Source: an optimization exercise on an open RTL-to-GDS flow (aim: small area). Production flows keep margins and buffers that such runs may drop.
The RTL was checked by simulation tests, not by an equivalence proof against the original design.
Power figures rest on the tool's default switching activity, not on a simulated workload.

## flow/design.v (module list and top-level ports; edited modules follow where they fit)
// module a21o_cell: 5 lines
// module and2_cell: 5 lines
// module dsel_cell: 7 lines
// module fa_cell: 6 lines
// module nand3_cell: 5 lines
// module or2_cell: 5 lines
// module sel2_cell: 5 lines
// module sel3_cell: 5 lines
// module xnor2_cell: 5 lines
// module xor2_cell: 5 lines
// module sparse_matrix_mul: 2115 lines
module sparse_matrix_mul(clk,m1i1,m1i2,m1i3,m1i4,m2c1,m2c2,m2c3,m2c4,m2c5, m2c6, m2c7, m2c8, m2c9, m2c10, m2c11, m2c12, m2c13, m2c14, m2c15, m2c16, f11, f12, f13, f14, f21, f22, f23, f24, f31, f32, f33, f34, f41, f42, f43, f44, o1,o2,o3,o4);
  // ...
==> flow/flow/run.sh <==
#!/bin/bash
# Standard ORFS layout (the standard.sh, unchanged) with two placement/CTS options:
#  - port buffers use the smallest buffer (buf_1) instead of buffer_ports' default pick
#  - CTS with clkbuf_8 and without dummy loads
set -euo pipefail
export BUFFER_PORTS_ARGS="-buffer_cell sky130_fd_sc_hd__buf_1"
export CTS_ARGS="-sink_clustering_enable -repair_clock_nets -buf_list sky130_fd_sc_hd__clkbuf_8 -dont_use_dummy_load"
bash standard.sh > standard.log 2>&1
==> flow/standard.sh <==
#!/bin/bash
# synth_recipe.tcl (not shown) runs the flow's synth.tcl, then flattens the netlist and writes it again
# the make line also repeats each setting of config.mk as NAME=value (left out here)
make -C /OpenROAD-flow-scripts/flow DESIGN_CONFIG=/design/flow/config.mk WORK_HOME=/design/flow/orfs CLKGATE_MAP_FILE= SYNTH_SCRIPT=/design/flow/synth_recipe.tcl "${@:-finish}"
==> flow/config.mk <==
export PLATFORM = sky130hd
export DESIGN_NAME = sparse_matrix_mul
export DESIGN_NICKNAME = sparse_matrix_mul
export VERILOG_FILES = /design/flow/design.v
export SDC_FILE = /design/flow/constraint.sdc
export NUM_CORES = 4
export LEC_CHECK = 0
export CAP_MARGIN = 20
export CORE_MARGIN = 2
export CORE_UTILIZATION = 60
export GPL_TIMING_DRIVEN = 0
export SLEW_MARGIN = 20
export SYNTH_HIERARCHICAL = 1
==> flow/constraint.sdc <==
create_clock -name core_clock -period 5.0 [get_ports {clk}]
set_input_delay 1.0000 -clock core_clock [delete_from_list [all_inputs] [get_ports {clk}]]
set_output_delay 1.0000 -clock core_clock [all_outputs]
set_load 0.01 [all_outputs]
==> impl_metrics.py, run 1 <==
metrics = {
    "worst_hold_path": {
        "hp-start": "s22[8]",
    },
    "layout": {
        "final_cell_count_no_fill": 1677,
        "utilization": 0.694,
        "area_growth_pct": 13.9,
        "buf_share": 0.0598,
    },
    "placement": {
        "place_hpwl_microns": 26700,
    },
    "worst_setup_path": {
        "r2r_slack_ps": 1400,
        "cp.arrival_ps": 5250,
        "worstPathRequired_ps": 5350,
        "start_kind": "input port",
        "crit_slowest_cell": "fa_1",
        "critPathCaptureType": "flop",
    },
    "cts": {
        "cts_inserted_buffers": 17,
        "h-tree-depth": 4,
    },
    "power_and_ir_drop": {
        "switching_share": 0.403,
        "seqPwrFrac": 0.372,
        "vdd_drop_max_uv": 177,
        "switchingPower_mw": 2.00,
    },
    "route": {
        "route.met3.wl_microns": 3590,
        "drc": 0,
    },
    "floorplanning": {
        "rows": 54,
        "start_util": 0.610,
        "die_w_microns": 153,
    },
    "grt": {
        "busiest_layer": "met2",
        "grt_pass1_wl_microns": 56900,
        "grt_pass1_vias": 10700,
    },
    "run_status": {
        "outcome": "timing/DRC/antenna clean",
    },
    "sta": {
        "maxSlewHeadroom": 0.226,
    },
    "yosys": {
        "synth-seq-area-share": 0.211,
    },
}
==> run 2, diff against run 1 <==
--- a/flow/config.mk
+++ b/flow/config.mk
@@ -7,7 +7,7 @@
 export LEC_CHECK = 0
 export CAP_MARGIN = 20
 export CORE_MARGIN = 2
-export CORE_UTILIZATION = 60
+export CORE_UTILIZATION = 40
 export GPL_TIMING_DRIVEN = 0
 export SLEW_MARGIN = 20
 export SYNTH_HIERARCHICAL = 1
==> impl_metrics.py, run 2 <==
metrics = {
    "placement": {
        "place.port_buffers": 212,
        "gp_congestion": 0.856,
        "place_inst": 1818,
        "dpl_cell_area_sq_um": 14700,
        "place_hpwl_microns": 28700,
    },
    "sta": {
        "setup_violations": 0,
        "hold_violations": 0,
        "fin_hold_ws_ps": 417,
        "fin_crit_sh": 0.982,
        "maxSlewHeadroom": 0.339,
        "period_minus_slack_ps": 4910,
        "fmax_mhz": 204,
        "drv_slew": 0,
        "worst_slew_pin_slew_ps": 992,
        "clock_skew_ps": 35.7,
    },
    "yosys": {
        "synth.distinct_cells": 13,
        "yosys-top-cells-count": "a222oi_1 (240), fa_1 (180), xor2_1 (156)",
        "syn_nets": 1521,
        "synth_top_area_share": 0.271,
        "ys.flop_type": "dfxtp_1",
        "synth_top_area_cell": "fa_1",
        "syn_avg_cell_area_sq_um": 11.4,
        "synthArstFlopShare": 0,
        "syn_area_sq_um": 13300,
        "yosysMostFrequentCell": "a222oi_1",
        "synth.area.top_cells": "fa_1 (27%), dfxtp_1 (21%), a222oi_1 (18%)",
        "synth_edf_count": 0,
        "ys_ff_latch": 140,
        "synth-seq-area-share": 0.211,
        "synth_warnings": 7,
        "synthCells": 1164,
    },
    "floorplanning": {
        "rows": 66,
        "die_y_microns": 186,
        "die_area_sq_um": 34700,
        "ios": 213,
        "start_util": 0.408,
        "die_w_microns": 186,
        "core_sq_um": 32600,
    },
    "worst_setup_path": {
        "cpPeakStageDelay_ps": 490,
        "critPathTopFamily": "adder cells",
        "cp_max_fo": 32,
        "reg2reg_depth": 9,
        "crit_slowest_cell": "fa_1",
        "critPathKind": "in -> reg",
        "r2r_slack_ps": 1400,
        "r2r_start": "s22[0]",
        "path_common_cell": "fa_1",
        "worstPathRequired_ps": 5330,
        "cp.arrival_ps": 5240,
        "timing.rr.end": "s32[8]",
        "critPathCaptureType": "flop",
        "path_cells": "buf_8 > xor2_4 > a21o_4 > a21o_1 > a21o_1 > xor2_4 > a222oi_1 > fa_1 > fa_1 > fa_1 > fa_1 > fa_1 > xnor2_1",
        "start_kind": "input port",
        "path_buf_inv": 1,
    },
    "route": {
        "drt_iter0_drc": 2561,
        "drc": 0,
        "wl_per_cell_microns": 20.7,
        "postRouteAntennaNets": 0,
        "via_count": 11500,
        "routed_via_density": 6.26,
        "wl_microns": 37900,
        "first_pass_iters": 15,
    },
    "cts": {
        "post-cts-setup-buffers": 0,
        "insertion_delay_ps": 450,
        "clkTransAtPathRegs_ps": 60,
        "cts_inserted_buffers": 17,
        "cts_num_sinks": 140,
        "cts_buffer_depth": 2,
        "root_buffer": "clkbuf_8",
        "cts_tree": "built",
        "h-tree-depth": 4,
    },
    "worst_hold_path": {
        "min_path_cells": 1,
        "hp-start": "s24[8]",
        "min_to": "s34[8]",
        "hp-class": "reg -> reg",
    },
    "grt": {
        "met2_usage": 0.341,
        "busiest_layer": "met2",
        "grt_antenna_before_repair": 2,
        "grt_util_all_layers": 0.216,
        "gr-usage-met3": 0.0340,
        "grt_pass1_vias": 11200,
        "grt_max_degree": 35,
        "overflow": 0,
        "grtUsageMet1": 0.303,
        "grt_pass1_wl_microns": 60900,
    },
    "power_and_ir_drop": {
        "power.leakage_nw": 5.10,
        "power_density_nw_per_um2": 326,
        "vdd_drop_max_uv": 154,
        "p_total_mw": 5.01,
    },
    "run_status": {
        "outcome": "timing/DRC/antenna clean",
    },
    "layout": {
        "final_area_sq_um": 15400,
        "final_cell_count_no_fill": 1836,
        "seq_area_sq_um": 2800,
        "multi_input_area_sq_um": 10800,
        "mostFrequentLayoutCell": "a222oi_1",
        "layout_common_cells": "a222oi_1 (240), buf_1 (193), fa_1 (180), dfxtp_1 (140), xor2_1 (131)",
        "area_growth_pct": 15.6,
        "n_fill_cell": 3073,
        "drive_gt1_frac": 0.0833,
        "nets": 1752,
    },
    "job": {
        "cap_violations": 0,
    },
}
[run 2: cell counts after synthesis]
Identical to the previous run, type by type.
[run 2: per-stage QoR]
step	setup WS, ps	TNS (ps)	util
3_3_place_gp	-1800	-71880	0.449
5_1_grt	-0.647	-0.647	0.471
4_1_cts	2.88	0	0.467
3_5_place_dp	-1070	-33660	0.451
2_1_floorplan	175	0	-
6_report	92.2	0	0.472
[run 2: power by group]
group / switching (mW) / internal (mW) / total (mW)
registers: 0.245 / 1.62 / 1.86
logic: 1.42 / 1.06 / 2.48
clock network: 0.367 / 0.300 / 0.666
[run 2: cells by family after synthesis]
group / count (synthesis) / synth area share
buf+inv: 28 / 0.00790
fa+ha+maj: 180 / 0.271
flops: 140 / 0.211
simple gates: 276 / 0.148
xor+xnor: 232 / 0.153
compound gates: 308 / 0.210
[run 2: worst max path at each step]
stage	startpoint	endpoint	slack, ps	depth (start not counted)
floorplan	m1i4[1]	o1[8]	170	11
global placement	m1i3[0]	s31[8]	-1800	12
detailed placement	m1i4[3]	o2[8]	-1070	12
CTS	m1i4[2]	o4[8]	3	13
global route	m1i2[1]	s22[7]	-0.6	12
finish	m1i3[1]	s32[8]	90	13
[run 2: worst reg2reg max path: cells and delay by family (launching register included)]
family	cells	cell delay [ps]
adders and majority gates	7	2770
DFF	1	330
and+or+nand+nor	1	230
xor gates and xnor gates	1	210
[run 2: cell type report]
| cell class | instances | area share |
|---|---|---|
| Multi-Input combinational cell | 996 | 0.701 |
| Sequential cell | 140 | 0.182 |
| Timing Repair Buffer | 212 | 0.0582 |
| Tap cell | 442 | 0.0360 |
| Clock buffer | 17 | 0.0152 |
| Inverter | 28 | 0.00683 |
| Antenna cell | 1 | 0.000163 |
[run 2: routing by layer]
| layer | share of wire | routed length, microns |
|---|---|---|
| met1 | 0.42 | 15900 |
| met2 | 0.46 | 17400 |
| met3 | 0.10 | 3870 |
| met4 | 0.021 | 809 |
| met5 | 0.00037 | 14 |
[run 2: per-module statistics from Yosys, one instance, submodules excluded]
module | cells inside | flops+latches | copies in the design
and2_cell | 1 | 0 | 24
or2_cell | 1 | 0 | 60
fa_cell | 1 | 0 | 180
xor2_cell | 1 | 0 | 156
dsel_cell | 3 | 0 | 48
xnor2_cell | 1 | 0 | 76
a21o_cell | 1 | 0 | 20
nand3_cell | 1 | 0 | 48
sel3_cell | 1 | 0 | 240
sel2_cell | 1 | 0 | 48
sparse_matrix_mul | 168 | 140 | 1
[run 2: what timing repair did]
item | CTS | global route
hold buffers | 0 | 0
pin swaps | 0 | 6
hold endpoints to repair | 0 | 0
endpoints found under the setup margin | 36 | 24
resized for setup | 52 | 30
==> run 3, diff against run 2 <==
==> flow/flow/run.sh (replaced) <==
#!/bin/bash
# Standard ORFS layout (the standard.sh, unchanged) with two placement/CTS options:
#  - port buffers use the smallest buffer (buf_1) instead of buffer_ports' default pick
#  - CTS with clkbuf_8, clusters of up to 25 flops, without dummy loads
set -euo pipefail
export BUFFER_PORTS_ARGS="-buffer_cell sky130_fd_sc_hd__buf_1"
export CTS_ARGS="-sink_clustering_enable -repair_clock_nets -buf_list sky130_fd_sc_hd__clkbuf_8 -sink_clustering_size 25 -sink_clustering_max_diameter 120 -dont_use_dummy_load"
bash standard.sh > standard.log 2>&1
==> impl_metrics.py, run 3 <==
metrics = {
    "run_status": {
        "outcome": "timing/DRC/antenna clean",
    },
    "grt": {
        "grt_max_degree": 35,
        "grt_util_all_layers": 0.216,
        "grt_pass1_vias": 11200,
        "grt_pass1_wl_microns": 60900,
        "grt_antenna_before_repair": 2,
        "overflow": 0,
    },
    "route": {
        "routed.top_layer": "met5",
        "wl_per_cell_microns": 20.7,
        "first_pass_iters": 15,
        "route.met2.wl_microns": 17400,
        "drt_iter0_drc": 2561,
        "via_count": 11500,
        "wl_met1_microns": 15900,
        "routed_via_density": 6.26,
        "wl_microns": 37900,
        "drc": 0,
        "route.met3.wl_microns": 3870,
        "postRouteAntennaNets": 0,
    },
    "floorplanning": {
        "core_sq_um": 32600,
        "start_util": 0.408,
        "die_y_microns": 186,
        "die_w_microns": 186,
        "ios": 213,
        "die_area_sq_um": 34700,
        "rows": 66,
    },
    "yosys": {
        "syn_area_sq_um": 13300,
        "synth_warnings": 7,
        "syn_nets": 1521,
        "yosys-top-cells-count": "a222oi_1 (240), fa_1 (180), xor2_1 (156)",
        "synth_top_area_cell": "fa_1",
        "synthArstFlopShare": 0,
        "synthCells": 1164,
        "synth.distinct_cells": 13,
        "synth_edf_count": 0,
        "synth-seq-area-share": 0.211,
        "ys.flop_type": "dfxtp_1",
        "ys_ff_latch": 140,
        "yosysMostFrequentCell": "a222oi_1",
        "synth.area.top_cells": "fa_1 (27%), dfxtp_1 (21%), a222oi_1 (18%)",
        "syn_avg_cell_area_sq_um": 11.4,
        "synth_top_area_share": 0.271,
    },
    "cts": {
        "cts_tree": "built",
        "post-cts-setup-buffers": 0,
        "cts_num_sinks": 140,
        "cts_buffer_depth": 2,
        "cts_hold_buf": 0,
        "insertion_delay_ps": 450,
        "clkTransAtPathRegs_ps": 60,
        "h-tree-depth": 4,
        "cts_inserted_buffers": 17,
        "root_buffer": "clkbuf_8",
    },
    "placement": {
        "gp_congestion": 0.856,
        "place_inst": 1818,
        "place_hpwl_microns": 28700,
        "place.port_buffers": 212,
        "dpl_cell_area_sq_um": 14700,
    },
    "layout": {
        "drive_gt1_frac": 0.0833,
        "final_area_sq_um": 15400,
        "layout_common_cells": "a222oi_1 (240), buf_1 (193), fa_1 (180), dfxtp_1 (140), xor2_1 (131)",
        "final_cell_count_no_fill": 1836,
        "utilization": 0.472,
        "mostFrequentLayoutCell": "a222oi_1",
        "nets": 1752,
        "area_growth_pct": 15.6,
    },
    "sta": {
        "drv_slew": 0,
        "fin_crit_sh": 0.982,
        "hold_violations": 0,
        "setup_violations": 0,
        "maxSlewHeadroom": 0.339,
        "worst_slew_pin_slew_ps": 992,
        "period_minus_slack_ps": 4910,
        "fmax_mhz": 204,
        "clock_skew_ps": 35.7,
    },
    "worst_setup_path": {
        "cp_max_fo": 32,
        "critPathKind": "in -> reg",
        "critPathCaptureType": "flop",
        "start_kind": "input port",
        "cp.arrival_ps": 5240,
        "worstPathRequired_ps": 5330,
    },
    "job": {
        "cap_violations": 0,
    },
    "power_and_ir_drop": {
        "power_density_nw_per_um2": 326,
        "vdd_drop_max_uv": 154,
        "power.leakage_nw": 5.10,
    },
    "worst_hold_path": {
        "hp-class": "reg -> reg",
    },
}
## run 3: cell counts after synthesis
Identical to the previous run, type by type.
## run 3: worst max-delay path: stages
cell and delay, ps:
buf_8 160, xor2_4 230, a21o_4 260, a21o_1 230
a21o_1 250, xor2_4 250, a222oi_1 440, fa_1 490
fa_1 490, fa_1 430, fa_1 400, fa_1 390
xnor2_1 210
## run 3: area by class of cell
class	instances	area, sq um
Fill cell	3073	17200
Sequential cell	140	2800
Inverter	28	105
Tap cell	442	553
Clock buffer	17	234
Timing Repair Buffer	212	895
Antenna cell	1	2.50
Multi-Input combinational cell	996	10800
## run 3: logic make-up (layout without fill, tap and decap cells)
group,Yosys count,after routing,share of synthesized area
xor+xnor,232,232,0.153
simple gates,276,276,0.148
other cells,0,1,0
flops,140,140,0.211
buf+inv,28,257,0.00790
compound gates,308,308,0.210
fa+ha+maj,180,180,0.271
## run 3: where the power goes
part	switching [mW]	total, mW	internal [mW]
sequential	0.245	1.86	1.62
clock	0.367	0.666	0.300
combinational	1.42	2.48	1.06
total	2.03	5.01	2.98
## run 3: path summary, 6_finish.rpt
path / depth (start not counted) / from / slack [ps] / end
worst min register to register: 1 / s24[8] / 420 / s34[8]
worst min-delay path: 1 / s24[8] / 420 / s34[8]
worst max register to register: 9 / s22[0] / 1400 / s32[8]
worst max-delay path: 13 / m1i3[1] / 90 / s32[8]
## run 3: per-module statistics from Yosys (local to each module, per instance)
module	times used	cells inside	cell area, sq um	flops+latches
sel2_cell	48	1	5.00	0
nand3_cell	48	1	5.00	0
a21o_cell	20	1	7.51	0
xnor2_cell	76	1	8.76	0
or2_cell	60	1	6.26	0
sel3_cell	240	1	10.0	0
xor2_cell	156	1	8.76	0
and2_cell	24	1	6.26	0
dsel_cell	48	3	25.0	0
fa_cell	180	1	20.0	0
sparse_matrix_mul	1	168	2910	140
## run 3: repair_timing
item | CTS | global route
setup endpoints to repair | 36 | 24
gates resized for setup | 52 | 30
pin swaps | 0 | 6
## run 3: stage by stage
| stage | TNS (ps) | power, mW | setup WS, ps | hold slack, ps |
|---|---|---|---|---|
| finish | 0 | 5.01 | 92.2 | 417 |
| global route | -0.647 | 5.48 | -0.647 | 437 |
| CTS | 0 | 5.07 | 2.88 | 413 |
| detailed placement | -33660 | 4.35 | -1070 | 411 |
| global placement | -71880 | 4.30 | -1800 | 412 |
| floorplan | 0 | 3.43 | 175 | 404 |
## run 3: per-layer routing
layer	up-vias	global-route usage
li1	5152	-
met1	5575	0.303
met2	727	0.341
met3	45	0.0340
met4	2	0.0720
met5	-	0

[port drivers added, routing unchanged]
In the flow no input, the clock included, has a driving cell. The finished layouts below were timed again as built, in two steps. Step 1 sets driving cells, clkbuf_16 on the clock port and buf_2 on the other inputs (assumed; they add their load-dependent delay and slew). Step 2 also shifts input and output timing later by t, the mid clock arrival at the registers, as if the neighbouring blocks saw the same clock. a / b / c = ideal / step 1 / step 2; a / b = the first two.
| run | shift t [ns] | setup slack, ns | pins driven straight from the clock port |
|---|---|---|---|
| run 1 | 0.485 | 0.092 / 0.099 / -0.386 | 1 |
| run 2 | 0.468 | 0.092 / 0.095 / -0.373 | 1 |
| run 3 | 0.468 | 0.092 / 0.095 / -0.373 | 1 |
Met with ideal ports but missed after step 2: setup timing in every run listed. For run 1, which loses most, drivers alone change the setup slack by +0.007 ns; drivers and shift together by -0.478 ns.
